Context: an optimization exercise on an open-source flow, tuned for small area and a short achievable clock period. The choices shown serve that exercise and are no tape-out recipe.
For this run, only the layout was checked, not whether the RTL still works.
Power figures rest on the tool's default switching activity, not on a simulated workload.

File: flow/run.sh
#!/bin/bash
# synth_recipe.tcl (not shown) runs the flow's synth.tcl, then flattens the netlist and writes it again
# the make line also repeats each setting of config.mk as NAME=value (left out here)
make -C /OpenROAD-flow-scripts/flow DESIGN_CONFIG=/design/flow/config.mk WORK_HOME=/design/flow/orfs CLKGATE_MAP_FILE= SYNTH_SCRIPT=/design/flow/synth_recipe.tcl finish
File: flow/config.mk
export PLATFORM = sky130hd
export DESIGN_NAME = running_average
export DESIGN_NICKNAME = running_average
export VERILOG_FILES = /design/flow/design.v
export SDC_FILE = /design/flow/constraint.sdc
export NUM_CORES = 4
export LEC_CHECK = 0
export CAP_MARGIN = 20
export CORE_MARGIN = 2
export CORE_UTILIZATION = 40
export SLEW_MARGIN = 20
export SYNTH_HIERARCHICAL = 1
File: flow/constraint.sdc
create_clock -name core_clock -period 7.0 [get_ports {clk}]
set_input_delay 1.4000 -clock core_clock [delete_from_list [all_inputs] [get_ports {clk}]]
set_output_delay 1.4000 -clock core_clock [all_outputs]
set_load 0.01 [all_outputs]
File: flow/design.v
module running_average #(
  parameter N = 4,
  parameter DATAWIDTH = 32
)(
  input   wire        clk,
  input   wire        reset,
  input   wire [DATAWIDTH -1 : 0] data_i,
  output  wire [DATAWIDTH -1 : 0] average_o
);
reg  [31:0] s1, s2, s3;
wire [31:0] s2_n, s3_n;
wire [29:0] avg;
ra_add_out u_out (.a(data_i), .b(s3), .r(reset), .y(avg));
ra_add_nxt u_n2  (.a(data_i), .b(s1), .y(s2_n));
ra_add_nxt u_n3  (.a(data_i), .b(s2), .y(s3_n));
always_ff @(posedge clk or posedge reset) begin
  if (reset) begin
    s1 <= '0;
    s2 <= '0;
    s3 <= '0;
  end else begin
    s1 <= data_i;
    s2 <= s2_n;
    s3 <= s3_n;
  end
end
assign average_o = {2'b00, avg};
endmodule
module ra_add_out (input wire [31:0] a, input wire [31:0] b, input wire r, output wire [29:0] y);
  wire n1;
  wire n2;
  wire n3;
  wire n4;
  wire n5;
  wire n6;
  wire n7;
  wire n8;
  wire n9;
  wire n10;
  wire n11;
  wire n12;
  wire n13;
  wire n14;
  wire n15;
  wire n16;
  wire n17;
  wire n18;
  wire n19;
  wire n20;
  wire n21;
  wire n22;
  wire n23;
  wire n24;
  wire n25;
  wire n26;
  wire n27;
  wire n28;
  wire n29;
  wire n30;
  wire n31;
  wire n32;
  wire n33;
  wire n34;
  wire n35;
  wire n36;
  wire n37;
  wire n38;
  wire n39;
  wire n40;
  wire n41;
  wire n42;
  wire n43;
  wire n44;
  wire n45;
  wire n46;
  wire n47;
  wire n48;
  wire n49;
  wire n50;
  wire n51;
  wire n52;
  wire n53;
  wire n54;
  wire n55;
  wire n56;
  wire n57;
  wire n58;
  wire n59;
  wire n60;
  wire n61;
  wire n62;
  wire n63;
  wire n64;
  wire n65;
  wire n66;
  wire n67;
  wire n68;
  wire n69;
  wire n70;
  wire n71;
  wire n72;
  wire n73;
  wire n74;
  wire n75;
  wire n76;
  wire n77;
  wire n78;
  wire n79;
  wire n80;
  wire n81;
  wire n82;
  wire n83;
  wire n84;
  wire n85;
  wire n86;
  wire n87;
  wire n88;
  wire n89;
  wire n90;
  wire n91;
  wire n92;
  wire n93;
  wire n94;
  wire n95;
  wire n96;
  wire n97;
  wire n98;
  wire n99;
  wire n100;
  wire n101;
  wire n102;
  wire n103;
  wire n104;
  wire n105;
  wire n106;
  wire n107;
  wire n108;
  wire n109;
  wire n110;
  wire n111;
  wire n112;
  wire n113;
  wire n114;
  wire n115;
  wire n116;
  wire n117;
  wire n118;
  wire n119;
  wire n120;
  wire n121;
  wire n122;
  wire n123;
  wire n124;
  wire n125;
  wire n126;
  wire n127;
  wire n128;
  wire n129;
  wire n130;
  wire n131;
  wire n132;
  wire n133;
  wire n134;
  wire n135;
  wire n136;
  wire n137;
  wire n138;
  wire n139;
  wire n140;
  wire n141;
  wire n142;
  wire n143;
  wire n144;
  wire n145;
  wire n146;
  wire n147;
  wire n148;
  wire n149;
  wire n150;
  wire n151;
  wire n152;
  wire n153;
  wire n154;
  wire n155;
  wire n156;
  wire n157;
  wire n158;
  wire n159;
  wire n160;
  wire n161;
  wire n162;
  wire n163;
  wire n164;
  wire n165;
  wire n166;
  wire n167;
  wire n168;
  wire n169;
  wire n170;
  wire n171;
  wire n172;
  wire n173;
  wire n174;
  wire n175;
  wire n176;
  wire n177;
  wire n178;
  wire n179;
  wire n180;
  wire n181;
  wire n182;
  wire n183;
  wire n184;
  wire n185;
  wire n186;
  wire n187;
  wire n188;
  wire n189;
  wire n190;
  wire n191;
  wire n192;
  wire n193;
  wire n194;
  wire n195;
  wire n196;
  wire n197;
  wire n198;
  wire n199;
  wire n200;
  wire n201;
  wire n202;
  wire n203;
  wire n204;
  wire n205;
  wire n206;
  wire n207;
  wire n208;
  wire n209;
  wire n210;
  wire n211;
  wire n212;
  wire n214;
  wire n215;
  wire n217;
  wire n218;
  wire n220;
  wire n221;
  wire n223;
  wire n224;
  wire n226;
  wire n227;
  wire n229;
  wire n230;
  wire n232;
  wire n233;
  wire n235;
  wire n236;
  wire n238;
  wire n239;
  wire n241;
  wire n242;
  wire n244;
  wire n245;
  wire n247;
  wire n248;
  wire n250;
  wire n251;
  wire n253;
  wire n254;
  wire n256;
  wire n257;
  wire n259;
  wire n260;
  wire n262;
  wire n263;
  wire n265;
  wire n266;
  wire n268;
  wire n269;
  wire n271;
  wire n272;
  wire n274;
  wire n275;
  wire n277;
  wire n278;
  wire n280;
  wire n281;
  wire n283;
  wire n284;
  wire n286;
  wire n287;
  wire n289;
  wire n290;
  wire n292;
  wire n293;
  wire n295;
  wire n296;
  wire n298;
  wire n299;
  ra_nand2 g1 (.a(a[0]), .b(b[0]), .y(n1));
  ra_nor2 g2 (.a(a[0]), .b(b[0]), .y(n2));
  ra_nand2 g3 (.a(a[1]), .b(b[1]), .y(n3));
  ra_nor2 g4 (.a(a[1]), .b(b[1]), .y(n4));
  ra_nand2 g5 (.a(a[2]), .b(b[2]), .y(n5));
  ra_nor2 g6 (.a(a[2]), .b(b[2]), .y(n6));
  ra_nand2 g7 (.a(a[3]), .b(b[3]), .y(n7));
  ra_nor2 g8 (.a(a[3]), .b(b[3]), .y(n8));
  ra_nand2 g9 (.a(a[4]), .b(b[4]), .y(n9));
  ra_nor2 g10 (.a(a[4]), .b(b[4]), .y(n10));
  ra_nand2 g11 (.a(a[5]), .b(b[5]), .y(n11));
  ra_nor2 g12 (.a(a[5]), .b(b[5]), .y(n12));
  ra_nand2 g13 (.a(a[6]), .b(b[6]), .y(n13));
  ra_nor2 g14 (.a(a[6]), .b(b[6]), .y(n14));
  ra_nand2 g15 (.a(a[7]), .b(b[7]), .y(n15));
  ra_nor2 g16 (.a(a[7]), .b(b[7]), .y(n16));
  ra_nand2 g17 (.a(a[8]), .b(b[8]), .y(n17));
  ra_nor2 g18 (.a(a[8]), .b(b[8]), .y(n18));
  ra_nand2 g19 (.a(a[9]), .b(b[9]), .y(n19));
  ra_nor2 g20 (.a(a[9]), .b(b[9]), .y(n20));
  ra_nand2 g21 (.a(a[10]), .b(b[10]), .y(n21));
  ra_nor2 g22 (.a(a[10]), .b(b[10]), .y(n22));
  ra_nand2 g23 (.a(a[11]), .b(b[11]), .y(n23));
  ra_nor2 g24 (.a(a[11]), .b(b[11]), .y(n24));
  ra_nand2 g25 (.a(a[12]), .b(b[12]), .y(n25));
  ra_nor2 g26 (.a(a[12]), .b(b[12]), .y(n26));
  ra_nand2 g27 (.a(a[13]), .b(b[13]), .y(n27));
  ra_nor2 g28 (.a(a[13]), .b(b[13]), .y(n28));
  ra_nand2 g29 (.a(a[14]), .b(b[14]), .y(n29));
  ra_nor2 g30 (.a(a[14]), .b(b[14]), .y(n30));
  ra_nand2 g31 (.a(a[15]), .b(b[15]), .y(n31));
  ra_nor2 g32 (.a(a[15]), .b(b[15]), .y(n32));
  ra_nand2 g33 (.a(a[16]), .b(b[16]), .y(n33));
  ra_nor2 g34 (.a(a[16]), .b(b[16]), .y(n34));
  ra_nand2 g35 (.a(a[17]), .b(b[17]), .y(n35));
  ra_nor2 g36 (.a(a[17]), .b(b[17]), .y(n36));
  ra_nand2 g37 (.a(a[18]), .b(b[18]), .y(n37));
  ra_nor2 g38 (.a(a[18]), .b(b[18]), .y(n38));
  ra_nand2 g39 (.a(a[19]), .b(b[19]), .y(n39));
  ra_nor2 g40 (.a(a[19]), .b(b[19]), .y(n40));
  ra_nand2 g41 (.a(a[20]), .b(b[20]), .y(n41));
  ra_nor2 g42 (.a(a[20]), .b(b[20]), .y(n42));
  ra_nand2 g43 (.a(a[21]), .b(b[21]), .y(n43));
  ra_nor2 g44 (.a(a[21]), .b(b[21]), .y(n44));
  ra_nand2 g45 (.a(a[22]), .b(b[22]), .y(n45));
  ra_nor2 g46 (.a(a[22]), .b(b[22]), .y(n46));
  ra_nand2 g47 (.a(a[23]), .b(b[23]), .y(n47));
  ra_nor2 g48 (.a(a[23]), .b(b[23]), .y(n48));
  ra_nand2 g49 (.a(a[24]), .b(b[24]), .y(n49));
  ra_nor2 g50 (.a(a[24]), .b(b[24]), .y(n50));
  ra_nand2 g51 (.a(a[25]), .b(b[25]), .y(n51));
  ra_nor2 g52 (.a(a[25]), .b(b[25]), .y(n52));
  ra_nand2 g53 (.a(a[26]), .b(b[26]), .y(n53));
  ra_nor2 g54 (.a(a[26]), .b(b[26]), .y(n54));
  ra_nand2 g55 (.a(a[27]), .b(b[27]), .y(n55));
  ra_nor2 g56 (.a(a[27]), .b(b[27]), .y(n56));
  ra_nand2 g57 (.a(a[28]), .b(b[28]), .y(n57));
  ra_nor2 g58 (.a(a[28]), .b(b[28]), .y(n58));
  ra_nand2 g59 (.a(a[29]), .b(b[29]), .y(n59));
  ra_nor2 g60 (.a(a[29]), .b(b[29]), .y(n60));
  ra_nand2 g61 (.a(a[30]), .b(b[30]), .y(n61));
  ra_nor2 g62 (.a(a[30]), .b(b[30]), .y(n62));
  ra_oai21 g63 (.a1(n4), .a2(n1), .b1(n3), .y(n63));
  ra_oai21 g64 (.a1(n8), .a2(n5), .b1(n7), .y(n64));
  ra_nor2 g65 (.a(n8), .b(n6), .y(n65));
  ra_oai21 g66 (.a1(n12), .a2(n9), .b1(n11), .y(n66));
  ra_nor2 g67 (.a(n12), .b(n10), .y(n67));
  ra_oai21 g68 (.a1(n16), .a2(n13), .b1(n15), .y(n68));
  ra_nor2 g69 (.a(n16), .b(n14), .y(n69));
  ra_oai21 g70 (.a1(n20), .a2(n17), .b1(n19), .y(n70));
  ra_nor2 g71 (.a(n20), .b(n18), .y(n71));
  ra_oai21 g72 (.a1(n24), .a2(n21), .b1(n23), .y(n72));
  ra_nor2 g73 (.a(n24), .b(n22), .y(n73));
  ra_oai21 g74 (.a1(n28), .a2(n25), .b1(n27), .y(n74));
  ra_nor2 g75 (.a(n28), .b(n26), .y(n75));
  ra_oai21 g76 (.a1(n32), .a2(n29), .b1(n31), .y(n76));
  ra_nor2 g77 (.a(n32), .b(n30), .y(n77));
  ra_oai21 g78 (.a1(n36), .a2(n33), .b1(n35), .y(n78));
  ra_nor2 g79 (.a(n36), .b(n34), .y(n79));
  ra_oai21 g80 (.a1(n40), .a2(n37), .b1(n39), .y(n80));
  ra_nor2 g81 (.a(n40), .b(n38), .y(n81));
  ra_oai21 g82 (.a1(n44), .a2(n41), .b1(n43), .y(n82));
  ra_nor2 g83 (.a(n44), .b(n42), .y(n83));
  ra_oai21 g84 (.a1(n48), .a2(n45), .b1(n47), .y(n84));
  ra_nor2 g85 (.a(n48), .b(n46), .y(n85));
  ra_oai21 g86 (.a1(n52), .a2(n49), .b1(n51), .y(n86));
  ra_nor2 g87 (.a(n52), .b(n50), .y(n87));
  ra_oai21 g88 (.a1(n56), .a2(n53), .b1(n55), .y(n88));
  ra_nor2 g89 (.a(n56), .b(n54), .y(n89));
  ra_oai21 g90 (.a1(n60), .a2(n57), .b1(n59), .y(n90));
  ra_nor2 g91 (.a(n60), .b(n58), .y(n91));
  ra_inv g92 (.a(n63), .y(n92));
  ra_oai21 g93 (.a1(n6), .a2(n92), .b1(n5), .y(n93));
  ra_aoi21 g94 (.a1(n65), .a2(n63), .b1(n64), .y(n94));
  ra_inv g95 (.a(n66), .y(n95));
  ra_oai21 g96 (.a1(n14), .a2(n95), .b1(n13), .y(n96));
  ra_nor2b g97 (.a(n14), .bn(n67), .y(n97));
  ra_aoi21 g98 (.a1(n69), .a2(n66), .b1(n68), .y(n98));
  ra_nand2 g99 (.a(n69), .b(n67), .y(n99));
  ra_inv g100 (.a(n70), .y(n100));
  ra_oai21 g101 (.a1(n22), .a2(n100), .b1(n21), .y(n101));
  ra_nor2b g102 (.a(n22), .bn(n71), .y(n102));
  ra_aoi21 g103 (.a1(n73), .a2(n70), .b1(n72), .y(n103));
  ra_nand2 g104 (.a(n73), .b(n71), .y(n104));
  ra_inv g105 (.a(n74), .y(n105));
  ra_oai21 g106 (.a1(n30), .a2(n105), .b1(n29), .y(n106));
  ra_nor2b g107 (.a(n30), .bn(n75), .y(n107));
  ra_aoi21 g108 (.a1(n77), .a2(n74), .b1(n76), .y(n108));
  ra_nand2 g109 (.a(n77), .b(n75), .y(n109));
  ra_inv g110 (.a(n78), .y(n110));
  ra_oai21 g111 (.a1(n38), .a2(n110), .b1(n37), .y(n111));
  ra_nor2b g112 (.a(n38), .bn(n79), .y(n112));
  ra_aoi21 g113 (.a1(n81), .a2(n78), .b1(n80), .y(n113));
  ra_nand2 g114 (.a(n81), .b(n79), .y(n114));
  ra_inv g115 (.a(n82), .y(n115));
  ra_oai21 g116 (.a1(n46), .a2(n115), .b1(n45), .y(n116));
  ra_nor2b g117 (.a(n46), .bn(n83), .y(n117));
  ra_aoi21 g118 (.a1(n85), .a2(n82), .b1(n84), .y(n118));
  ra_nand2 g119 (.a(n85), .b(n83), .y(n119));
  ra_inv g120 (.a(n86), .y(n120));
  ra_oai21 g121 (.a1(n54), .a2(n120), .b1(n53), .y(n121));
  ra_nor2b g122 (.a(n54), .bn(n87), .y(n122));
  ra_aoi21 g123 (.a1(n89), .a2(n86), .b1(n88), .y(n123));
  ra_nand2 g124 (.a(n89), .b(n87), .y(n124));
  ra_inv g125 (.a(n90), .y(n125));
  ra_oai21 g126 (.a1(n62), .a2(n125), .b1(n61), .y(n126));
  ra_nor2b g127 (.a(n62), .bn(n91), .y(n127));
  ra_oai21 g128 (.a1(n10), .a2(n94), .b1(n9), .y(n128));
  ra_inv g129 (.a(n94), .y(n129));
  ra_aoi21 g130 (.a1(n67), .a2(n129), .b1(n66), .y(n130));
  ra_inv g131 (.a(n94), .y(n131));
  ra_aoi21 g132 (.a1(n97), .a2(n131), .b1(n96), .y(n132));
  ra_oai21 g133 (.a1(n99), .a2(n94), .b1(n98), .y(n133));
  ra_oai21 g134 (.a1(n26), .a2(n103), .b1(n25), .y(n134));
  ra_nor2 g135 (.a(n26), .b(n104), .y(n135));
  ra_inv g136 (.a(n103), .y(n136));
  ra_aoi21 g137 (.a1(n75), .a2(n136), .b1(n74), .y(n137));
  ra_nor2b g138 (.a(n104), .bn(n75), .y(n138));
  ra_inv g139 (.a(n103), .y(n139));
  ra_aoi21 g140 (.a1(n107), .a2(n139), .b1(n106), .y(n140));
  ra_nor2b g141 (.a(n104), .bn(n107), .y(n141));
  ra_oai21 g142 (.a1(n109), .a2(n103), .b1(n108), .y(n142));
  ra_nor2 g143 (.a(n109), .b(n104), .y(n143));
  ra_oai21 g144 (.a1(n42), .a2(n113), .b1(n41), .y(n144));
  ra_nor2 g145 (.a(n42), .b(n114), .y(n145));
  ra_inv g146 (.a(n113), .y(n146));
  ra_aoi21 g147 (.a1(n83), .a2(n146), .b1(n82), .y(n147));
  ra_nor2b g148 (.a(n114), .bn(n83), .y(n148));
  ra_inv g149 (.a(n113), .y(n149));
  ra_aoi21 g150 (.a1(n117), .a2(n149), .b1(n116), .y(n150));
  ra_nor2b g151 (.a(n114), .bn(n117), .y(n151));
  ra_oai21 g152 (.a1(n119), .a2(n113), .b1(n118), .y(n152));
  ra_nor2 g153 (.a(n119), .b(n114), .y(n153));
  ra_oai21 g154 (.a1(n58), .a2(n123), .b1(n57), .y(n154));
  ra_nor2 g155 (.a(n58), .b(n124), .y(n155));
  ra_inv g156 (.a(n123), .y(n156));
  ra_aoi21 g157 (.a1(n91), .a2(n156), .b1(n90), .y(n157));
  ra_nor2b g158 (.a(n124), .bn(n91), .y(n158));
  ra_inv g159 (.a(n123), .y(n159));
  ra_aoi21 g160 (.a1(n127), .a2(n159), .b1(n126), .y(n160));
  ra_nor2b g161 (.a(n124), .bn(n127), .y(n161));
  ra_inv g162 (.a(n133), .y(n162));
  ra_oai21 g163 (.a1(n18), .a2(n162), .b1(n17), .y(n163));
  ra_aoi21 g164 (.a1(n71), .a2(n133), .b1(n70), .y(n164));
  ra_aoi21 g165 (.a1(n102), .a2(n133), .b1(n101), .y(n165));
  ra_inv g166 (.a(n133), .y(n166));
  ra_oai21 g167 (.a1(n104), .a2(n166), .b1(n103), .y(n167));
  ra_aoi21 g168 (.a1(n135), .a2(n133), .b1(n134), .y(n168));
  ra_a21boi g169 (.a1(n138), .a2(n133), .b1n(n137), .y(n169));
  ra_a21boi g170 (.a1(n141), .a2(n133), .b1n(n140), .y(n170));
  ra_aoi21 g171 (.a1(n143), .a2(n133), .b1(n142), .y(n171));
  ra_inv g172 (.a(n152), .y(n172));
  ra_oai21 g173 (.a1(n50), .a2(n172), .b1(n49), .y(n173));
  ra_nor2b g174 (.a(n50), .bn(n153), .y(n174));
  ra_aoi21 g175 (.a1(n87), .a2(n152), .b1(n86), .y(n175));
  ra_nand2 g176 (.a(n87), .b(n153), .y(n176));
  ra_aoi21 g177 (.a1(n122), .a2(n152), .b1(n121), .y(n177));
  ra_nand2 g178 (.a(n122), .b(n153), .y(n178));
  ra_inv g179 (.a(n152), .y(n179));
  ra_oai21 g180 (.a1(n124), .a2(n179), .b1(n123), .y(n180));
  ra_nor2b g181 (.a(n124), .bn(n153), .y(n181));
  ra_aoi21 g182 (.a1(n155), .a2(n152), .b1(n154), .y(n182));
  ra_nand2 g183 (.a(n155), .b(n153), .y(n183));
  ra_a21boi g184 (.a1(n158), .a2(n152), .b1n(n157), .y(n184));
  ra_nand2 g185 (.a(n158), .b(n153), .y(n185));
  ra_a21boi g186 (.a1(n161), .a2(n152), .b1n(n160), .y(n186));
  ra_nand2 g187 (.a(n161), .b(n153), .y(n187));
  ra_oai21 g188 (.a1(n34), .a2(n171), .b1(n33), .y(n188));
  ra_inv g189 (.a(n171), .y(n189));
  ra_aoi21 g190 (.a1(n79), .a2(n189), .b1(n78), .y(n190));
  ra_inv g191 (.a(n171), .y(n191));
  ra_aoi21 g192 (.a1(n112), .a2(n191), .b1(n111), .y(n192));
  ra_oai21 g193 (.a1(n114), .a2(n171), .b1(n113), .y(n193));
  ra_inv g194 (.a(n171), .y(n194));
  ra_aoi21 g195 (.a1(n145), .a2(n194), .b1(n144), .y(n195));
  ra_inv g196 (.a(n171), .y(n196));
  ra_a21boi g197 (.a1(n148), .a2(n196), .b1n(n147), .y(n197));
  ra_inv g198 (.a(n171), .y(n198));
  ra_a21boi g199 (.a1(n151), .a2(n198), .b1n(n150), .y(n199));
  ra_inv g200 (.a(n171), .y(n200));
  ra_aoi21 g201 (.a1(n153), .a2(n200), .b1(n152), .y(n201));
  ra_inv g202 (.a(n171), .y(n202));
  ra_aoi21 g203 (.a1(n174), .a2(n202), .b1(n173), .y(n203));
  ra_oai21 g204 (.a1(n176), .a2(n171), .b1(n175), .y(n204));
  ra_oai21 g205 (.a1(n178), .a2(n171), .b1(n177), .y(n205));
  ra_inv g206 (.a(n171), .y(n206));
  ra_aoi21 g207 (.a1(n181), .a2(n206), .b1(n180), .y(n207));
  ra_oai21 g208 (.a1(n183), .a2(n171), .b1(n182), .y(n208));
  ra_oai21 g209 (.a1(n185), .a2(n171), .b1(n184), .y(n209));
  ra_oai21 g210 (.a1(n187), .a2(n171), .b1(n186), .y(n210));
  ra_xnor2 g211 (.a(a[2]), .b(b[2]), .y(n211));
  ra_nor2 g212 (.a(n211), .b(r), .y(n212));
  ra_xor2 g213 (.a(n212), .b(n63), .y(y[0]));
  ra_xnor2 g214 (.a(a[3]), .b(b[3]), .y(n214));
  ra_nor2 g215 (.a(n214), .b(r), .y(n215));
  ra_xor2 g216 (.a(n215), .b(n93), .y(y[1]));
  ra_xnor2 g217 (.a(a[4]), .b(b[4]), .y(n217));
  ra_nor2 g218 (.a(n217), .b(r), .y(n218));
  ra_xnor2 g219 (.a(n218), .b(n94), .y(y[2]));
  ra_xnor2 g220 (.a(a[5]), .b(b[5]), .y(n220));
  ra_nor2 g221 (.a(n220), .b(r), .y(n221));
  ra_xor2 g222 (.a(n221), .b(n128), .y(y[3]));
  ra_xnor2 g223 (.a(a[6]), .b(b[6]), .y(n223));
  ra_nor2 g224 (.a(n223), .b(r), .y(n224));
  ra_xnor2 g225 (.a(n224), .b(n130), .y(y[4]));
  ra_xnor2 g226 (.a(a[7]), .b(b[7]), .y(n226));
  ra_nor2 g227 (.a(n226), .b(r), .y(n227));
  ra_xnor2 g228 (.a(n227), .b(n132), .y(y[5]));
  ra_xnor2 g229 (.a(a[8]), .b(b[8]), .y(n229));
  ra_nor2 g230 (.a(n229), .b(r), .y(n230));
  ra_xor2 g231 (.a(n230), .b(n133), .y(y[6]));
  ra_xnor2 g232 (.a(a[9]), .b(b[9]), .y(n232));
  ra_nor2 g233 (.a(n232), .b(r), .y(n233));
  ra_xor2 g234 (.a(n233), .b(n163), .y(y[7]));
  ra_xnor2 g235 (.a(a[10]), .b(b[10]), .y(n235));
  ra_nor2 g236 (.a(n235), .b(r), .y(n236));
  ra_xnor2 g237 (.a(n236), .b(n164), .y(y[8]));
  ra_xnor2 g238 (.a(a[11]), .b(b[11]), .y(n238));
  ra_nor2 g239 (.a(n238), .b(r), .y(n239));
  ra_xnor2 g240 (.a(n239), .b(n165), .y(y[9]));
  ra_xnor2 g241 (.a(a[12]), .b(b[12]), .y(n241));
  ra_nor2 g242 (.a(n241), .b(r), .y(n242));
  ra_xor2 g243 (.a(n242), .b(n167), .y(y[10]));
  ra_xnor2 g244 (.a(a[13]), .b(b[13]), .y(n244));
  ra_nor2 g245 (.a(n244), .b(r), .y(n245));
  ra_xnor2 g246 (.a(n245), .b(n168), .y(y[11]));
  ra_xnor2 g247 (.a(a[14]), .b(b[14]), .y(n247));
  ra_nor2 g248 (.a(n247), .b(r), .y(n248));
  ra_xnor2 g249 (.a(n248), .b(n169), .y(y[12]));
  ra_xnor2 g250 (.a(a[15]), .b(b[15]), .y(n250));
  ra_nor2 g251 (.a(n250), .b(r), .y(n251));
  ra_xnor2 g252 (.a(n251), .b(n170), .y(y[13]));
  ra_xnor2 g253 (.a(a[16]), .b(b[16]), .y(n253));
  ra_nor2 g254 (.a(n253), .b(r), .y(n254));
  ra_xnor2 g255 (.a(n254), .b(n171), .y(y[14]));
  ra_xnor2 g256 (.a(a[17]), .b(b[17]), .y(n256));
  ra_nor2 g257 (.a(n256), .b(r), .y(n257));
  ra_xor2 g258 (.a(n257), .b(n188), .y(y[15]));
  ra_xnor2 g259 (.a(a[18]), .b(b[18]), .y(n259));
  ra_nor2 g260 (.a(n259), .b(r), .y(n260));
  ra_xnor2 g261 (.a(n260), .b(n190), .y(y[16]));
  ra_xnor2 g262 (.a(a[19]), .b(b[19]), .y(n262));
  ra_nor2 g263 (.a(n262), .b(r), .y(n263));
  ra_xnor2 g264 (.a(n263), .b(n192), .y(y[17]));
  ra_xnor2 g265 (.a(a[20]), .b(b[20]), .y(n265));
  ra_nor2 g266 (.a(n265), .b(r), .y(n266));
  ra_xor2 g267 (.a(n266), .b(n193), .y(y[18]));
  ra_xnor2 g268 (.a(a[21]), .b(b[21]), .y(n268));
  ra_nor2 g269 (.a(n268), .b(r), .y(n269));
  ra_xnor2 g270 (.a(n269), .b(n195), .y(y[19]));
  ra_xnor2 g271 (.a(a[22]), .b(b[22]), .y(n271));
  ra_nor2 g272 (.a(n271), .b(r), .y(n272));
  ra_xnor2 g273 (.a(n272), .b(n197), .y(y[20]));
  ra_xnor2 g274 (.a(a[23]), .b(b[23]), .y(n274));
  ra_nor2 g275 (.a(n274), .b(r), .y(n275));
  ra_xnor2 g276 (.a(n275), .b(n199), .y(y[21]));
  ra_xnor2 g277 (.a(a[24]), .b(b[24]), .y(n277));
  ra_nor2 g278 (.a(n277), .b(r), .y(n278));
  ra_xnor2 g279 (.a(n278), .b(n201), .y(y[22]));
  ra_xnor2 g280 (.a(a[25]), .b(b[25]), .y(n280));
  ra_nor2 g281 (.a(n280), .b(r), .y(n281));
  ra_xnor2 g282 (.a(n281), .b(n203), .y(y[23]));
  ra_xnor2 g283 (.a(a[26]), .b(b[26]), .y(n283));
  ra_nor2 g284 (.a(n283), .b(r), .y(n284));
  ra_xor2 g285 (.a(n284), .b(n204), .y(y[24]));
  ra_xnor2 g286 (.a(a[27]), .b(b[27]), .y(n286));
  ra_nor2 g287 (.a(n286), .b(r), .y(n287));
  ra_xor2 g288 (.a(n287), .b(n205), .y(y[25]));
  ra_xnor2 g289 (.a(a[28]), .b(b[28]), .y(n289));
  ra_nor2 g290 (.a(n289), .b(r), .y(n290));
  ra_xnor2 g291 (.a(n290), .b(n207), .y(y[26]));
  ra_xnor2 g292 (.a(a[29]), .b(b[29]), .y(n292));
  ra_nor2 g293 (.a(n292), .b(r), .y(n293));
  ra_xor2 g294 (.a(n293), .b(n208), .y(y[27]));
  ra_xnor2 g295 (.a(a[30]), .b(b[30]), .y(n295));
  ra_nor2 g296 (.a(n295), .b(r), .y(n296));
  ra_xor2 g297 (.a(n296), .b(n209), .y(y[28]));
  ra_xnor2 g298 (.a(a[31]), .b(b[31]), .y(n298));
  ra_nor2 g299 (.a(n298), .b(r), .y(n299));
  ra_xor2 g300 (.a(n299), .b(n210), .y(y[29]));
endmodule
module ra_add_nxt (input wire [31:0] a, input wire [31:0] b, output wire [31:0] y);
  wire n1;
  wire n2;
  wire n3;
  wire n4;
  wire n5;
  wire n6;
  wire n7;
  wire n8;
  wire n9;
  wire n10;
  wire n11;
  wire n12;
  wire n13;
  wire n14;
  wire n15;
  wire n16;
  wire n17;
  wire n18;
  wire n19;
  wire n20;
  wire n21;
  wire n22;
  wire n23;
  wire n24;
  wire n25;
  wire n26;
  wire n27;
  wire n28;
  wire n29;
  wire n30;
  wire n31;
  wire n32;
  wire n33;
  wire n34;
  wire n35;
  wire n36;
  wire n37;
  wire n38;
  wire n39;
  wire n40;
  wire n41;
  wire n42;
  wire n43;
  wire n44;
  wire n45;
  wire n46;
  wire n47;
  wire n48;
  wire n49;
  wire n50;
  wire n51;
  wire n52;
  wire n53;
  wire n54;
  wire n55;
  wire n56;
  wire n57;
  wire n58;
  wire n59;
  wire n60;
  wire n61;
  wire n62;
  wire n63;
  wire n64;
  wire n65;
  wire n66;
  wire n67;
  wire n68;
  wire n69;
  wire n70;
  wire n71;
  wire n72;
  wire n73;
  wire n74;
  wire n75;
  wire n76;
  wire n77;
  wire n78;
  wire n79;
  wire n80;
  wire n81;
  wire n82;
  wire n83;
  wire n84;
  wire n85;
  wire n86;
  wire n87;
  wire n88;
  wire n89;
  wire n90;
  wire n91;
  wire n92;
  wire n93;
  wire n94;
  wire n95;
  wire n96;
  wire n97;
  wire n98;
  wire n99;
  wire n100;
  wire n101;
  wire n102;
  wire n103;
  wire n104;
  wire n105;
  wire n106;
  wire n107;
  wire n108;
  wire n109;
  wire n110;
  wire n111;
  wire n112;
  wire n113;
  wire n114;
  wire n115;
  wire n116;
  wire n117;
  wire n118;
  wire n119;
  wire n120;
  wire n121;
  wire n122;
  wire n123;
  wire n124;
  wire n125;
  wire n126;
  wire n127;
  wire n128;
  wire n129;
  wire n130;
  wire n131;
  wire n132;
  wire n133;
  wire n134;
  wire n135;
  wire n136;
  wire n137;
  wire n138;
  wire n139;
  wire n140;
  wire n141;
  wire n142;
  wire n143;
  wire n144;
  wire n145;
  wire n146;
  wire n147;
  wire n148;
  wire n149;
  wire n150;
  wire n151;
  wire n152;
  wire n153;
  wire n154;
  wire n155;
  wire n156;
  wire n157;
  wire n158;
  wire n159;
  wire n160;
  wire n161;
  wire n162;
  wire n163;
  wire n164;
  wire n165;
  wire n166;
  wire n167;
  wire n168;
  wire n169;
  wire n170;
  wire n171;
  wire n172;
  wire n173;
  wire n174;
  wire n175;
  wire n176;
  wire n177;
  wire n178;
  wire n179;
  wire n180;
  wire n181;
  wire n182;
  wire n183;
  wire n184;
  wire n185;
  wire n186;
  wire n187;
  wire n188;
  wire n189;
  wire n190;
  wire n191;
  wire n192;
  wire n193;
  wire n194;
  wire n195;
  wire n196;
  wire n197;
  wire n198;
  wire n199;
  wire n200;
  wire n201;
  wire n202;
  wire n203;
  wire n204;
  wire n205;
  wire n206;
  wire n207;
  wire n208;
  wire n209;
  wire n210;
  wire n212;
  wire n214;
  wire n216;
  wire n218;
  wire n220;
  wire n222;
  wire n224;
  wire n226;
  wire n228;
  wire n230;
  wire n232;
  wire n234;
  wire n236;
  wire n238;
  wire n240;
  wire n242;
  wire n244;
  wire n246;
  wire n248;
  wire n250;
  wire n252;
  wire n254;
  wire n256;
  wire n258;
  wire n260;
  wire n262;
  wire n264;
  wire n266;
  wire n268;
  wire n270;
  wire n272;
  ra_nand2 g1 (.a(a[0]), .b(b[0]), .y(n1));
  ra_nor2 g2 (.a(a[0]), .b(b[0]), .y(n2));
  ra_nand2 g3 (.a(a[1]), .b(b[1]), .y(n3));
  ra_nor2 g4 (.a(a[1]), .b(b[1]), .y(n4));
  ra_nand2 g5 (.a(a[2]), .b(b[2]), .y(n5));
  ra_nor2 g6 (.a(a[2]), .b(b[2]), .y(n6));
  ra_nand2 g7 (.a(a[3]), .b(b[3]), .y(n7));
  ra_nor2 g8 (.a(a[3]), .b(b[3]), .y(n8));
  ra_nand2 g9 (.a(a[4]), .b(b[4]), .y(n9));
  ra_nor2 g10 (.a(a[4]), .b(b[4]), .y(n10));
  ra_nand2 g11 (.a(a[5]), .b(b[5]), .y(n11));
  ra_nor2 g12 (.a(a[5]), .b(b[5]), .y(n12));
  ra_nand2 g13 (.a(a[6]), .b(b[6]), .y(n13));
  ra_nor2 g14 (.a(a[6]), .b(b[6]), .y(n14));
  ra_nand2 g15 (.a(a[7]), .b(b[7]), .y(n15));
  ra_nor2 g16 (.a(a[7]), .b(b[7]), .y(n16));
  ra_nand2 g17 (.a(a[8]), .b(b[8]), .y(n17));
  ra_nor2 g18 (.a(a[8]), .b(b[8]), .y(n18));
  ra_nand2 g19 (.a(a[9]), .b(b[9]), .y(n19));
  ra_nor2 g20 (.a(a[9]), .b(b[9]), .y(n20));
  ra_nand2 g21 (.a(a[10]), .b(b[10]), .y(n21));
  ra_nor2 g22 (.a(a[10]), .b(b[10]), .y(n22));
  ra_nand2 g23 (.a(a[11]), .b(b[11]), .y(n23));
  ra_nor2 g24 (.a(a[11]), .b(b[11]), .y(n24));
  ra_nand2 g25 (.a(a[12]), .b(b[12]), .y(n25));
  ra_nor2 g26 (.a(a[12]), .b(b[12]), .y(n26));
  ra_nand2 g27 (.a(a[13]), .b(b[13]), .y(n27));
  ra_nor2 g28 (.a(a[13]), .b(b[13]), .y(n28));
  ra_nand2 g29 (.a(a[14]), .b(b[14]), .y(n29));
  ra_nor2 g30 (.a(a[14]), .b(b[14]), .y(n30));
  ra_nand2 g31 (.a(a[15]), .b(b[15]), .y(n31));
  ra_nor2 g32 (.a(a[15]), .b(b[15]), .y(n32));
  ra_nand2 g33 (.a(a[16]), .b(b[16]), .y(n33));
  ra_nor2 g34 (.a(a[16]), .b(b[16]), .y(n34));
  ra_nand2 g35 (.a(a[17]), .b(b[17]), .y(n35));
  ra_nor2 g36 (.a(a[17]), .b(b[17]), .y(n36));
  ra_nand2 g37 (.a(a[18]), .b(b[18]), .y(n37));
  ra_nor2 g38 (.a(a[18]), .b(b[18]), .y(n38));
  ra_nand2 g39 (.a(a[19]), .b(b[19]), .y(n39));
  ra_nor2 g40 (.a(a[19]), .b(b[19]), .y(n40));
  ra_nand2 g41 (.a(a[20]), .b(b[20]), .y(n41));
  ra_nor2 g42 (.a(a[20]), .b(b[20]), .y(n42));
  ra_nand2 g43 (.a(a[21]), .b(b[21]), .y(n43));
  ra_nor2 g44 (.a(a[21]), .b(b[21]), .y(n44));
  ra_nand2 g45 (.a(a[22]), .b(b[22]), .y(n45));
  ra_nor2 g46 (.a(a[22]), .b(b[22]), .y(n46));
  ra_nand2 g47 (.a(a[23]), .b(b[23]), .y(n47));
  ra_nor2 g48 (.a(a[23]), .b(b[23]), .y(n48));
  ra_nand2 g49 (.a(a[24]), .b(b[24]), .y(n49));
  ra_nor2 g50 (.a(a[24]), .b(b[24]), .y(n50));
  ra_nand2 g51 (.a(a[25]), .b(b[25]), .y(n51));
  ra_nor2 g52 (.a(a[25]), .b(b[25]), .y(n52));
  ra_nand2 g53 (.a(a[26]), .b(b[26]), .y(n53));
  ra_nor2 g54 (.a(a[26]), .b(b[26]), .y(n54));
  ra_nand2 g55 (.a(a[27]), .b(b[27]), .y(n55));
  ra_nor2 g56 (.a(a[27]), .b(b[27]), .y(n56));
  ra_nand2 g57 (.a(a[28]), .b(b[28]), .y(n57));
  ra_nor2 g58 (.a(a[28]), .b(b[28]), .y(n58));
  ra_nand2 g59 (.a(a[29]), .b(b[29]), .y(n59));
  ra_nor2 g60 (.a(a[29]), .b(b[29]), .y(n60));
  ra_nand2 g61 (.a(a[30]), .b(b[30]), .y(n61));
  ra_nor2 g62 (.a(a[30]), .b(b[30]), .y(n62));
  ra_oai21 g63 (.a1(n4), .a2(n1), .b1(n3), .y(n63));
  ra_oai21 g64 (.a1(n8), .a2(n5), .b1(n7), .y(n64));
  ra_nor2 g65 (.a(n8), .b(n6), .y(n65));
  ra_oai21 g66 (.a1(n12), .a2(n9), .b1(n11), .y(n66));
  ra_nor2 g67 (.a(n12), .b(n10), .y(n67));
  ra_oai21 g68 (.a1(n16), .a2(n13), .b1(n15), .y(n68));
  ra_nor2 g69 (.a(n16), .b(n14), .y(n69));
  ra_oai21 g70 (.a1(n20), .a2(n17), .b1(n19), .y(n70));
  ra_nor2 g71 (.a(n20), .b(n18), .y(n71));
  ra_oai21 g72 (.a1(n24), .a2(n21), .b1(n23), .y(n72));
  ra_nor2 g73 (.a(n24), .b(n22), .y(n73));
  ra_oai21 g74 (.a1(n28), .a2(n25), .b1(n27), .y(n74));
  ra_nor2 g75 (.a(n28), .b(n26), .y(n75));
  ra_oai21 g76 (.a1(n32), .a2(n29), .b1(n31), .y(n76));
  ra_nor2 g77 (.a(n32), .b(n30), .y(n77));
  ra_oai21 g78 (.a1(n36), .a2(n33), .b1(n35), .y(n78));
  ra_nor2 g79 (.a(n36), .b(n34), .y(n79));
  ra_oai21 g80 (.a1(n40), .a2(n37), .b1(n39), .y(n80));
  ra_nor2 g81 (.a(n40), .b(n38), .y(n81));
  ra_oai21 g82 (.a1(n44), .a2(n41), .b1(n43), .y(n82));
  ra_nor2 g83 (.a(n44), .b(n42), .y(n83));
  ra_oai21 g84 (.a1(n48), .a2(n45), .b1(n47), .y(n84));
  ra_nor2 g85 (.a(n48), .b(n46), .y(n85));
  ra_oai21 g86 (.a1(n52), .a2(n49), .b1(n51), .y(n86));
  ra_nor2 g87 (.a(n52), .b(n50), .y(n87));
  ra_oai21 g88 (.a1(n56), .a2(n53), .b1(n55), .y(n88));
  ra_nor2 g89 (.a(n56), .b(n54), .y(n89));
  ra_oai21 g90 (.a1(n60), .a2(n57), .b1(n59), .y(n90));
  ra_nor2 g91 (.a(n60), .b(n58), .y(n91));
  ra_inv g92 (.a(n63), .y(n92));
  ra_oai21 g93 (.a1(n6), .a2(n92), .b1(n5), .y(n93));
  ra_aoi21 g94 (.a1(n65), .a2(n63), .b1(n64), .y(n94));
  ra_inv g95 (.a(n66), .y(n95));
  ra_oai21 g96 (.a1(n14), .a2(n95), .b1(n13), .y(n96));
  ra_nor2b g97 (.a(n14), .bn(n67), .y(n97));
  ra_aoi21 g98 (.a1(n69), .a2(n66), .b1(n68), .y(n98));
  ra_nand2 g99 (.a(n69), .b(n67), .y(n99));
  ra_inv g100 (.a(n70), .y(n100));
  ra_oai21 g101 (.a1(n22), .a2(n100), .b1(n21), .y(n101));
  ra_nor2b g102 (.a(n22), .bn(n71), .y(n102));
  ra_aoi21 g103 (.a1(n73), .a2(n70), .b1(n72), .y(n103));
  ra_nand2 g104 (.a(n73), .b(n71), .y(n104));
  ra_inv g105 (.a(n74), .y(n105));
  ra_oai21 g106 (.a1(n30), .a2(n105), .b1(n29), .y(n106));
  ra_nor2b g107 (.a(n30), .bn(n75), .y(n107));
  ra_aoi21 g108 (.a1(n77), .a2(n74), .b1(n76), .y(n108));
  ra_nand2 g109 (.a(n77), .b(n75), .y(n109));
  ra_inv g110 (.a(n78), .y(n110));
  ra_oai21 g111 (.a1(n38), .a2(n110), .b1(n37), .y(n111));
  ra_nor2b g112 (.a(n38), .bn(n79), .y(n112));
  ra_aoi21 g113 (.a1(n81), .a2(n78), .b1(n80), .y(n113));
  ra_nand2 g114 (.a(n81), .b(n79), .y(n114));
  ra_inv g115 (.a(n82), .y(n115));
  ra_oai21 g116 (.a1(n46), .a2(n115), .b1(n45), .y(n116));
  ra_nor2b g117 (.a(n46), .bn(n83), .y(n117));
  ra_aoi21 g118 (.a1(n85), .a2(n82), .b1(n84), .y(n118));
  ra_nand2 g119 (.a(n85), .b(n83), .y(n119));
  ra_inv g120 (.a(n86), .y(n120));
  ra_oai21 g121 (.a1(n54), .a2(n120), .b1(n53), .y(n121));
  ra_nor2b g122 (.a(n54), .bn(n87), .y(n122));
  ra_aoi21 g123 (.a1(n89), .a2(n86), .b1(n88), .y(n123));
  ra_nand2 g124 (.a(n89), .b(n87), .y(n124));
  ra_inv g125 (.a(n90), .y(n125));
  ra_oai21 g126 (.a1(n62), .a2(n125), .b1(n61), .y(n126));
  ra_nor2b g127 (.a(n62), .bn(n91), .y(n127));
  ra_oai21 g128 (.a1(n10), .a2(n94), .b1(n9), .y(n128));
  ra_inv g129 (.a(n94), .y(n129));
  ra_aoi21 g130 (.a1(n67), .a2(n129), .b1(n66), .y(n130));
  ra_inv g131 (.a(n94), .y(n131));
  ra_aoi21 g132 (.a1(n97), .a2(n131), .b1(n96), .y(n132));
  ra_oai21 g133 (.a1(n99), .a2(n94), .b1(n98), .y(n133));
  ra_oai21 g134 (.a1(n26), .a2(n103), .b1(n25), .y(n134));
  ra_nor2 g135 (.a(n26), .b(n104), .y(n135));
  ra_inv g136 (.a(n103), .y(n136));
  ra_aoi21 g137 (.a1(n75), .a2(n136), .b1(n74), .y(n137));
  ra_nor2b g138 (.a(n104), .bn(n75), .y(n138));
  ra_inv g139 (.a(n103), .y(n139));
  ra_aoi21 g140 (.a1(n107), .a2(n139), .b1(n106), .y(n140));
  ra_nor2b g141 (.a(n104), .bn(n107), .y(n141));
  ra_oai21 g142 (.a1(n109), .a2(n103), .b1(n108), .y(n142));
  ra_nor2 g143 (.a(n109), .b(n104), .y(n143));
  ra_oai21 g144 (.a1(n42), .a2(n113), .b1(n41), .y(n144));
  ra_nor2 g145 (.a(n42), .b(n114), .y(n145));
  ra_inv g146 (.a(n113), .y(n146));
  ra_aoi21 g147 (.a1(n83), .a2(n146), .b1(n82), .y(n147));
  ra_nor2b g148 (.a(n114), .bn(n83), .y(n148));
  ra_inv g149 (.a(n113), .y(n149));
  ra_aoi21 g150 (.a1(n117), .a2(n149), .b1(n116), .y(n150));
  ra_nor2b g151 (.a(n114), .bn(n117), .y(n151));
  ra_oai21 g152 (.a1(n119), .a2(n113), .b1(n118), .y(n152));
  ra_nor2 g153 (.a(n119), .b(n114), .y(n153));
  ra_oai21 g154 (.a1(n58), .a2(n123), .b1(n57), .y(n154));
  ra_nor2 g155 (.a(n58), .b(n124), .y(n155));
  ra_inv g156 (.a(n123), .y(n156));
  ra_aoi21 g157 (.a1(n91), .a2(n156), .b1(n90), .y(n157));
  ra_nor2b g158 (.a(n124), .bn(n91), .y(n158));
  ra_inv g159 (.a(n123), .y(n159));
  ra_aoi21 g160 (.a1(n127), .a2(n159), .b1(n126), .y(n160));
  ra_nor2b g161 (.a(n124), .bn(n127), .y(n161));
  ra_inv g162 (.a(n133), .y(n162));
  ra_oai21 g163 (.a1(n18), .a2(n162), .b1(n17), .y(n163));
  ra_aoi21 g164 (.a1(n71), .a2(n133), .b1(n70), .y(n164));
  ra_aoi21 g165 (.a1(n102), .a2(n133), .b1(n101), .y(n165));
  ra_inv g166 (.a(n133), .y(n166));
  ra_oai21 g167 (.a1(n104), .a2(n166), .b1(n103), .y(n167));
  ra_aoi21 g168 (.a1(n135), .a2(n133), .b1(n134), .y(n168));
  ra_a21boi g169 (.a1(n138), .a2(n133), .b1n(n137), .y(n169));
  ra_a21boi g170 (.a1(n141), .a2(n133), .b1n(n140), .y(n170));
  ra_aoi21 g171 (.a1(n143), .a2(n133), .b1(n142), .y(n171));
  ra_inv g172 (.a(n152), .y(n172));
  ra_oai21 g173 (.a1(n50), .a2(n172), .b1(n49), .y(n173));
  ra_nor2b g174 (.a(n50), .bn(n153), .y(n174));
  ra_aoi21 g175 (.a1(n87), .a2(n152), .b1(n86), .y(n175));
  ra_nand2 g176 (.a(n87), .b(n153), .y(n176));
  ra_aoi21 g177 (.a1(n122), .a2(n152), .b1(n121), .y(n177));
  ra_nand2 g178 (.a(n122), .b(n153), .y(n178));
  ra_inv g179 (.a(n152), .y(n179));
  ra_oai21 g180 (.a1(n124), .a2(n179), .b1(n123), .y(n180));
  ra_nor2b g181 (.a(n124), .bn(n153), .y(n181));
  ra_aoi21 g182 (.a1(n155), .a2(n152), .b1(n154), .y(n182));
  ra_nand2 g183 (.a(n155), .b(n153), .y(n183));
  ra_a21boi g184 (.a1(n158), .a2(n152), .b1n(n157), .y(n184));
  ra_nand2 g185 (.a(n158), .b(n153), .y(n185));
  ra_a21boi g186 (.a1(n161), .a2(n152), .b1n(n160), .y(n186));
  ra_nand2 g187 (.a(n161), .b(n153), .y(n187));
  ra_oai21 g188 (.a1(n34), .a2(n171), .b1(n33), .y(n188));
  ra_inv g189 (.a(n171), .y(n189));
  ra_aoi21 g190 (.a1(n79), .a2(n189), .b1(n78), .y(n190));
  ra_inv g191 (.a(n171), .y(n191));
  ra_aoi21 g192 (.a1(n112), .a2(n191), .b1(n111), .y(n192));
  ra_oai21 g193 (.a1(n114), .a2(n171), .b1(n113), .y(n193));
  ra_inv g194 (.a(n171), .y(n194));
  ra_aoi21 g195 (.a1(n145), .a2(n194), .b1(n144), .y(n195));
  ra_inv g196 (.a(n171), .y(n196));
  ra_a21boi g197 (.a1(n148), .a2(n196), .b1n(n147), .y(n197));
  ra_inv g198 (.a(n171), .y(n198));
  ra_a21boi g199 (.a1(n151), .a2(n198), .b1n(n150), .y(n199));
  ra_inv g200 (.a(n171), .y(n200));
  ra_aoi21 g201 (.a1(n153), .a2(n200), .b1(n152), .y(n201));
  ra_inv g202 (.a(n171), .y(n202));
  ra_aoi21 g203 (.a1(n174), .a2(n202), .b1(n173), .y(n203));
  ra_oai21 g204 (.a1(n176), .a2(n171), .b1(n175), .y(n204));
  ra_oai21 g205 (.a1(n178), .a2(n171), .b1(n177), .y(n205));
  ra_inv g206 (.a(n171), .y(n206));
  ra_aoi21 g207 (.a1(n181), .a2(n206), .b1(n180), .y(n207));
  ra_oai21 g208 (.a1(n183), .a2(n171), .b1(n182), .y(n208));
  ra_oai21 g209 (.a1(n185), .a2(n171), .b1(n184), .y(n209));
  ra_oai21 g210 (.a1(n187), .a2(n171), .b1(n186), .y(n210));
  ra_xor2 g211 (.a(a[0]), .b(b[0]), .y(y[0]));
  ra_xor2 g212 (.a(a[1]), .b(b[1]), .y(n212));
  ra_xnor2 g213 (.a(n212), .b(n1), .y(y[1]));
  ra_xor2 g214 (.a(a[2]), .b(b[2]), .y(n214));
  ra_xor2 g215 (.a(n214), .b(n63), .y(y[2]));
  ra_xor2 g216 (.a(a[3]), .b(b[3]), .y(n216));
  ra_xor2 g217 (.a(n216), .b(n93), .y(y[3]));
  ra_xor2 g218 (.a(a[4]), .b(b[4]), .y(n218));
  ra_xnor2 g219 (.a(n218), .b(n94), .y(y[4]));
  ra_xor2 g220 (.a(a[5]), .b(b[5]), .y(n220));
  ra_xor2 g221 (.a(n220), .b(n128), .y(y[5]));
  ra_xor2 g222 (.a(a[6]), .b(b[6]), .y(n222));
  ra_xnor2 g223 (.a(n222), .b(n130), .y(y[6]));
  ra_xor2 g224 (.a(a[7]), .b(b[7]), .y(n224));
  ra_xnor2 g225 (.a(n224), .b(n132), .y(y[7]));
  ra_xor2 g226 (.a(a[8]), .b(b[8]), .y(n226));
  ra_xor2 g227 (.a(n226), .b(n133), .y(y[8]));
  ra_xor2 g228 (.a(a[9]), .b(b[9]), .y(n228));
  ra_xor2 g229 (.a(n228), .b(n163), .y(y[9]));
  ra_xor2 g230 (.a(a[10]), .b(b[10]), .y(n230));
  ra_xnor2 g231 (.a(n230), .b(n164), .y(y[10]));
  ra_xor2 g232 (.a(a[11]), .b(b[11]), .y(n232));
  ra_xnor2 g233 (.a(n232), .b(n165), .y(y[11]));
  ra_xor2 g234 (.a(a[12]), .b(b[12]), .y(n234));
  ra_xor2 g235 (.a(n234), .b(n167), .y(y[12]));
  ra_xor2 g236 (.a(a[13]), .b(b[13]), .y(n236));
  ra_xnor2 g237 (.a(n236), .b(n168), .y(y[13]));
  ra_xor2 g238 (.a(a[14]), .b(b[14]), .y(n238));
  ra_xnor2 g239 (.a(n238), .b(n169), .y(y[14]));
  ra_xor2 g240 (.a(a[15]), .b(b[15]), .y(n240));
  ra_xnor2 g241 (.a(n240), .b(n170), .y(y[15]));
  ra_xor2 g242 (.a(a[16]), .b(b[16]), .y(n242));
  ra_xnor2 g243 (.a(n242), .b(n171), .y(y[16]));
  ra_xor2 g244 (.a(a[17]), .b(b[17]), .y(n244));
  ra_xor2 g245 (.a(n244), .b(n188), .y(y[17]));
  ra_xor2 g246 (.a(a[18]), .b(b[18]), .y(n246));
  ra_xnor2 g247 (.a(n246), .b(n190), .y(y[18]));
  ra_xor2 g248 (.a(a[19]), .b(b[19]), .y(n248));
  ra_xnor2 g249 (.a(n248), .b(n192), .y(y[19]));
  ra_xor2 g250 (.a(a[20]), .b(b[20]), .y(n250));
  ra_xor2 g251 (.a(n250), .b(n193), .y(y[20]));
  ra_xor2 g252 (.a(a[21]), .b(b[21]), .y(n252));
  ra_xnor2 g253 (.a(n252), .b(n195), .y(y[21]));
  ra_xor2 g254 (.a(a[22]), .b(b[22]), .y(n254));
  ra_xnor2 g255 (.a(n254), .b(n197), .y(y[22]));
  ra_xor2 g256 (.a(a[23]), .b(b[23]), .y(n256));
  ra_xnor2 g257 (.a(n256), .b(n199), .y(y[23]));
  ra_xor2 g258 (.a(a[24]), .b(b[24]), .y(n258));
  ra_xnor2 g259 (.a(n258), .b(n201), .y(y[24]));
  ra_xor2 g260 (.a(a[25]), .b(b[25]), .y(n260));
  ra_xnor2 g261 (.a(n260), .b(n203), .y(y[25]));
  ra_xor2 g262 (.a(a[26]), .b(b[26]), .y(n262));
  ra_xor2 g263 (.a(n262), .b(n204), .y(y[26]));
  ra_xor2 g264 (.a(a[27]), .b(b[27]), .y(n264));
  ra_xor2 g265 (.a(n264), .b(n205), .y(y[27]));
  ra_xor2 g266 (.a(a[28]), .b(b[28]), .y(n266));
  ra_xnor2 g267 (.a(n266), .b(n207), .y(y[28]));
  ra_xor2 g268 (.a(a[29]), .b(b[29]), .y(n268));
  ra_xor2 g269 (.a(n268), .b(n208), .y(y[29]));
  ra_xor2 g270 (.a(a[30]), .b(b[30]), .y(n270));
  ra_xor2 g271 (.a(n270), .b(n209), .y(y[30]));
  ra_xor2 g272 (.a(a[31]), .b(b[31]), .y(n272));
  ra_xor2 g273 (.a(n272), .b(n210), .y(y[31]));
endmodule
module ra_a21boi (input wire a1, input wire a2, input wire b1n, output wire y);
  assign y = ~((a1 & a2) | ~b1n);
endmodule
module ra_aoi21 (input wire a1, input wire a2, input wire b1, output wire y);
  assign y = ~((a1 & a2) | b1);
endmodule
module ra_inv (input wire a, output wire y);
  assign y = ~a;
endmodule
module ra_nand2 (input wire a, input wire b, output wire y);
  assign y = ~(a & b);
endmodule
module ra_nor2 (input wire a, input wire b, output wire y);
  assign y = ~(a | b);
endmodule
module ra_nor2b (input wire a, input wire bn, output wire y);
  assign y = ~(a | ~bn);
endmodule
module ra_oai21 (input wire a1, input wire a2, input wire b1, output wire y);
  assign y = ~((a1 | a2) & b1);
endmodule
module ra_xnor2 (input wire a, input wire b, output wire y);
  assign y = ~(a ^ b);
endmodule
module ra_xor2 (input wire a, input wire b, output wire y);
  assign y = a ^ b;
endmodule
==> metrics.csv <==
stage,metric,value,unit
power,p_switching,1.31,mW
floorplanning,initial_core_util,40.9,%
yosys,postSynth.asyncResetShare,100,%
clock_tree,cts-root-buf,clkbuf_16,
final_layout,instances_no_fill,1264,
routing,first_iter_violations,270,
final_layout,antenna_cells,0,
final_layout,area_growth,17.0,%
yosys,synth-edff-count,0,
power,vdd_drop_max,0.117,mV
sta,grt_setup_unrepaired,false,
yosys,synth.avg_cell_area,8.14,sq um
yosys,yosysWarnings,7,
grt,met2_usage,27.0,%
critical_path,critPathKind,input pin to primary output,
floorplanning,num_rows,50,
clock_tree,postCtsHoldBufs,0,
floorplanning,core-area,0.0188,sq mm
placed_design,gp_congestion,0.794,
final_layout,postLayoutCellArea,0.00898,sq mm
floorplanning,die_h,143,um
critical_path,critPathLaunchType,input pin,
yosys,netlist_area,0.00768,sq mm
sta,tightest_slew,1.04,ns
clock_tree,numCtsBuffers,9,
clock_tree,postCtsSetupRepairBufs,0,
clock_tree,path_clk_slew,0.06,ns
yosys,yosysTopAreaCellShare,31.3,%
placed_design,dp_hpwl,11700,um
placed_design,io_buffers,63,
clock_tree,h-tree-depth,3,
power,power,3.27,mW
sta,fmax,0.171,GHz
grt,grt_pass1_wl,26900,um
clock_tree,cts_num_sinks,96,
power,cell_internal_pwr,1.96,mW
yosys,synth_top_cell_by_area,dfrtp_1,
outcome,status,"complete, no violations",
critical_path,crit_path_max_fanout,10,
routing,postRouteAntennaNets,0,
power,power.density,364,mW/mm^2
critical_path,end_kind,primary output,
routing,drc_errors,0,
sta,maxSlewHeadroom,29.9,%
clock_tree,post_cts_resized,0,
placed_design,place_area,0.00866,sq mm
sta,skew,0.0109,ns
grt,grt_pass1_vias,5584,
yosys,synthTopCellsByArea,"dfrtp_1 31%, xor2_1 12%, a21oi_2 9.6%",
clock_tree,cts_tree,built,
grt,antenna_found_initial,0,
routing,first_pass_iters,4,
grt,grt_use_met3,2.69,%
critical_path,required,5.60,ns
min_path,hold_class,register to register,
sta,tns,0,ns
yosys,ys.flop_type,dfrtp_1,
grt,gr-total-overflow,0,
sta,min_period,5.85,ns
grt,grt_max_degree,61,
power,p_comb_share,58.3,%
floorplanning,die_x,143,um
clock_tree,clock_latency,0.35,ns
critical_path,worst_ep_arrival_time,4.45,ns
yosys,ys_seq_elements,96,
sta,hold_viol_final,0,
grt,top_usage_layer,met2,
yosys,yosysSeqAreaShare,31.3,%
routing,routed_wl,15600,um
sta,fin_crit_sh,83.6,%
floorplanning,die_area,0.0203,sq mm
power,pwr-share-clk,16.6,%
clock_tree,clockBufferDepth,2,
sta,setup_violations,0,
power,p_sw_share,40.1,%
routing,vias,6008,
final_layout,drive_gt1_share,16.7,%
flow_run,maxCapViolCount,0,
routing,via_per_inst,4.75,
grt,grt.met1_usage,22.1,%
grt,track_usage,16.2,%
final_layout,final_nets,1059,
placed_design,dp.cells,1248,
power,power_frac_seq,25.1,%
yosys,synth.distinct_cells,12,
power,leakage,3.86,nW
routing,wl_per_cell,12.3,um
yosys,synth_common_cells,"177 x nor2_1, 126 x nand2_1, 123 x o21ai_1",
yosys,syn_inst,943,
yosys,yosysMostFrequentCell,nor2_1,
sta,drv_slew,0,
floorplanning,io_pins,66,
Yosys stat by module, one instance, submodules excluded, excerpt:
module / copies in the design / cell area (sq um)
ra_a21boi: 18 / 11.3
ra_aoi21: 84 / 8.76
ra_inv: 84 / 3.75
ra_nand2: 126 / 3.75
ra_nor2: 177 / 3.75
ra_nor2b: 45 / 13.8
ra_oai21: 123 / 5.00
ra_xnor2: 83 / 8.76
ra_xor2: 103 / 8.76
running_average: 1 / 2420
final timing paths:
| check | depth (start not counted) | startpoint | end | slack (ns) |
|---|---|---|---|---|
| max reg2reg | 8 | s2[1]$_DFF_PP0_ | s3[31]$_DFF_PP0_ | 4.44 |
| min | 1 | s2[0]$_DFF_PP0_ | s3[0]$_DFF_PP0_ | 0.47 |
| max in group asynchronous | 3 | reset | s3[21]$_DFF_PP0_ | 3.61 |
| min in group asynchronous | 2 | reset | s3[24]$_DFF_PP0_ | 2.21 |
| max | 9 | data_i[18] | average_o[23] | 1.15 |
| min reg2reg | 1 | s2[0]$_DFF_PP0_ | s3[0]$_DFF_PP0_ | 0.47 |
placed cells by master, fill, tap and decap left out, drive strengths merged:
cell type / count
nor2: 177
nand2: 126
o21ai: 123
xor2: 103
dfrtp: 96
inv: 86
a21oi: 84
xnor2: 83
clkdlybuf4s50: 63
nor2b: 45
a21boi: 18
clkbuf: 11
buf: 9
conb: 2
clkinv: 2
bufinv: 2
through the flow:
stage,util [%],hold WS [ns],setup slack [ns]
final,47.9,0.467,1.15
after global routing,47.9,0.492,0.847
after CTS,47.9,0.467,1.09
after detailed placement,46.2,0.457,1.08
after global placement,46.2,0.447,1.14
after floorplan,-,0.441,2.47
state kept, by name (all words and copies together) (netlist names):
signal / flops
s2: 32
s1: 32
s3: 32
worst max-delay path, cell delays in order:
cell,delay [ns]
clkdlybuf4s50_1,0.69
nor2_1,0.16
nor2_1,0.19
nand2_1,0.22
nor2_1,0.68
nor2b_4,0.28
a21oi_2,0.06
xnor2_1,0.15
clkdlybuf4s50_1,0.59
metal layers:
| layer | part of all wire, % | vias to the layer above |
|---|---|---|
| li1 | - | 3168 |
| met1 | 50 | 2766 |
| met2 | 46 | 62 |
| met3 | 2.9 | 12 |
| met4 | 1.1 | 0 |
| met5 | 0 | - |
layout make-up:
| type | instances | area (sq um) |
|---|---|---|
| fill | 1848 | 9780 |
| timing repair buffer | 72 | 698 |
| tap | 234 | 293 |
| clock buffer | 11 | 243 |
| clock inverter | 5 | 78.8 |
| inverter | 85 | 322 |
| multi-input combinational | 761 | 4950 |
| sequential | 96 | 2400 |
logic make-up (layout without fill, tap and decap cells):
family	Yosys count	count (layout)	share of synthesized area [%]
compound gates	225	225	20.2
xor+xnor	186	186	21.2
buf+inv	87	173	4.35
flops	96	96	31.3
other cells	1	2	0.0488
simple gates	348	348	22.9
power by group through the flow:
stage	logic [mW]	clock network, mW	registers (mW)
5_1_grt	2.11	0.582	0.847
4_1_cts	1.93	0.562	0.821
2_1_floorplan	1.31	0	0.812
3_5_place_dp	1.92	0	0.832
3_3_place_gp	1.91	0	0.828
6_report	1.90	0.544	0.821

[what the ideal ports hide]
How much do the figures lean on ideal ports? The routed layout below was timed once more, with nothing changed but the port constraints. Step 1 sets driving cells, clkbuf_16 on the clock port and buf_2 on the other inputs (assumed; they add their load-dependent delay and slew). Step 2 also shifts input and output timing later by t, the mid clock arrival at the registers, as if the neighbouring blocks saw the same clock. a / b / c = no drivers / after step 1 / after step 2; a / b = the first two.
shift t [ns]: 0.385
setup WS [ns]: 1.146 / 1.121 / 1.121
cell pins on the clock port's net: 1
After both steps this run still meets setup and hold. The setup slack of this run moves by -0.025 ns with the drivers and by -0.025 ns with both steps.
